From an optimization exercise on the open Yosys and OpenROAD flow, aimed at small area and a short achievable clock period; shortcuts taken in it are not production practice. In this exercise RTL edits were held to simulation tests only and were not proved equivalent to the original.

==> trial 90: inputs <==
Design STACK_BASED_ALU, start of the top module:
module STACK_BASED_ALU #(parameter n = 32) (input signed [n-1:0] input_data,input clk,input rst,input [2:0] opcode,output reg signed [n-1:0] output_data,output reg overflow,output reg [4:0] sp);
Settings: LEC_CHECK=0, CAP_MARGIN=20, CORE_MARGIN=2, CORE_UTILIZATION=40, SLEW_MARGIN=20; clock period 14.0 ns.
standard.sh (not shown) runs the stock make flow with config.mk's settings and CLKGATE_MAP_FILE= SYNTH_SCRIPT=/design/flow/synth_recipe.tcl, a recipe that flattens the netlist after the stock synthesis.
==> flow/flow/run.sh <==
#!/bin/bash
# Layout flow: the standard synthesis and layout (standard.sh), with
# - the ORFS timing repair asked to keep a larger setup margin, so that it
#   works on the design's critical paths, and
# - the port buffers made with sky130_fd_sc_hd__buf_4 cells (every input
#   and output port is still buffered).
# The clock period and constraints are the design's, unchanged.
set -euo pipefail
cd "$(dirname "$0")/.."
bash standard.sh synth > synth.log 2>&1
bash standard.sh SETUP_SLACK_MARGIN=9 "BUFFER_PORTS_ARGS=-buffer_cell sky130_fd_sc_hd__buf_4" finish > layout.log 2>&1
==> build 84 (differences from trial 90) <==
- CORE_UTILIZATION: 40 -> 30
==> notes <==
- Global-route usage: trial 90 is higher than build 84 (5.6 points).
- Between build 84 and trial 90, the lower utilization is in build 84 (gap 11 points).
- Die area: build 84 is higher than trial 90 (about 33%).
- Of trial 90 and build 84, build 84 has the higher register-to-register slack (gap 0.09 ns).
- Against build 84, the maximum frequency of trial 90 is lower by about 1.7%.
- In build 84 the final cell count is larger than in trial 90, by about 8%.

---

==> inputs of v12 <==
STACK_BASED_ALU again, from the RTL that the note above started with.
Settings: LEC_CHECK=0, CAP_MARGIN=20, CORE_MARGIN=2, CORE_UTILIZATION=40, SLEW_MARGIN=20; clock period 14.0 ns.
==> flow/flow/run.sh <==
#!/bin/bash
# Layout flow: the standard synthesis and layout (standard.sh), with
# - the port buffers made with sky130_fd_sc_hd__buf_4 cells (every input
#   and output port is still buffered), and
# - the ORFS timing repair asked, up to and including clock tree synthesis,
#   to keep a larger setup margin so that it works on the design's critical
#   paths; routing and the rest run with the default margin.
# The clock period and constraints are the design's, unchanged.
set -euo pipefail
cd "$(dirname "$0")/.."
PORTS="BUFFER_PORTS_ARGS=-buffer_cell sky130_fd_sc_hd__buf_4"
bash standard.sh synth > synth.log 2>&1
bash standard.sh SETUP_SLACK_MARGIN=9 "$PORTS" cts > layout_to_cts.log 2>&1
bash standard.sh "$PORTS" finish > layout_finish.log 2>&1
==> v31 (differences from v12) <==
--- a/flow/flow/run.sh
+++ b/flow/flow/run.sh
@@ -11,4 +11,4 @@
 PORTS="BUFFER_PORTS_ARGS=-buffer_cell sky130_fd_sc_hd__buf_4"
 bash standard.sh synth > synth.log 2>&1
-bash standard.sh SETUP_SLACK_MARGIN=9 "$PORTS" cts > layout_to_cts.log 2>&1
+bash standard.sh SETUP_SLACK_MARGIN=9.5 "$PORTS" cts > layout_to_cts.log 2>&1
 bash standard.sh "$PORTS" finish > layout_finish.log 2>&1
==> results.txt <==
metric	v31	v12
Highest attainable clock frequency	0.181 GHz	0.173 GHz
Routed len/inst	28.8 um	27.4 um
R2R depth	20	15
Worst slew pin tran	1.27 ns	1.18 ns
Worst setup path startpoint	st[0][23]$_DFF_P_	st[1][26]$_DFF_P_
Fraction of area in non-clock buffers	6.43%	5.24%
Terminating pin of the worst hold path	st[29][31]$_DFF_P_	st[29][5]$_DFF_P_
CP max FO	37	26
Setup slack on the worst flop-to-flop path	8.49 ns	8.20 ns
Number of non-clock buffers in the layout	391	339
Overall global routing resource usage	30.1%	28.5%
Outcome	timing/DRC/antenna clean	timing/DRC/antenna clean
Total placed instance area	0.0647 mm2	0.0641 mm2
Metal2 WL	101 mm	96.2 mm
Levels on crit path	20	15
Worst hold-check slack	0.426 ns	0.429 ns
Worst-skew pair later-pin latency	0.72 ns	0.71 ns
Number of antenna violations at the first check in global routing	10	7
Combined flip-flop and latch cell area	0.0228 mm2	0.0228 mm2
Met2 global-route usage	43.5%	41.1%
Area of the multi-input gates	0.0374 mm2	0.0363 mm2

==> afterwards: timing with drivers on the ports <==
No port has a modelled driver above. Below, the same layouts with a new extraction and two added sets of constraints. Step 1, drivers: a clkbuf_16 drives clk and a buf_2 each remaining input, both assumed. Step 2 times the ports against the registers' clock, not the clock port: input delays grow and output delays shrink by t, the midpoint of the rising clock arrivals with the driver on. Slacks: ideal / step 1 / step 2; pairs: ideal / step 1.
run | t (ns) | setup WS [ns] | worst setup path after step 2
trial 90 | 0.770 | 8.431 / 8.431 / 7.843 | input to register
build 84 | 0.827 | 8.523 / 8.523 / 7.830 | input to register
v12 | 0.770 | 8.204 / 8.204 / 7.827 | input to register
v31 | 0.778 | 8.488 / 8.488 / 7.799 | input to register
After both steps every run listed still meets setup and hold. For build 84, which loses most, drivers alone change the setup slack by 0.000 ns; drivers and shift together by -0.693 ns.
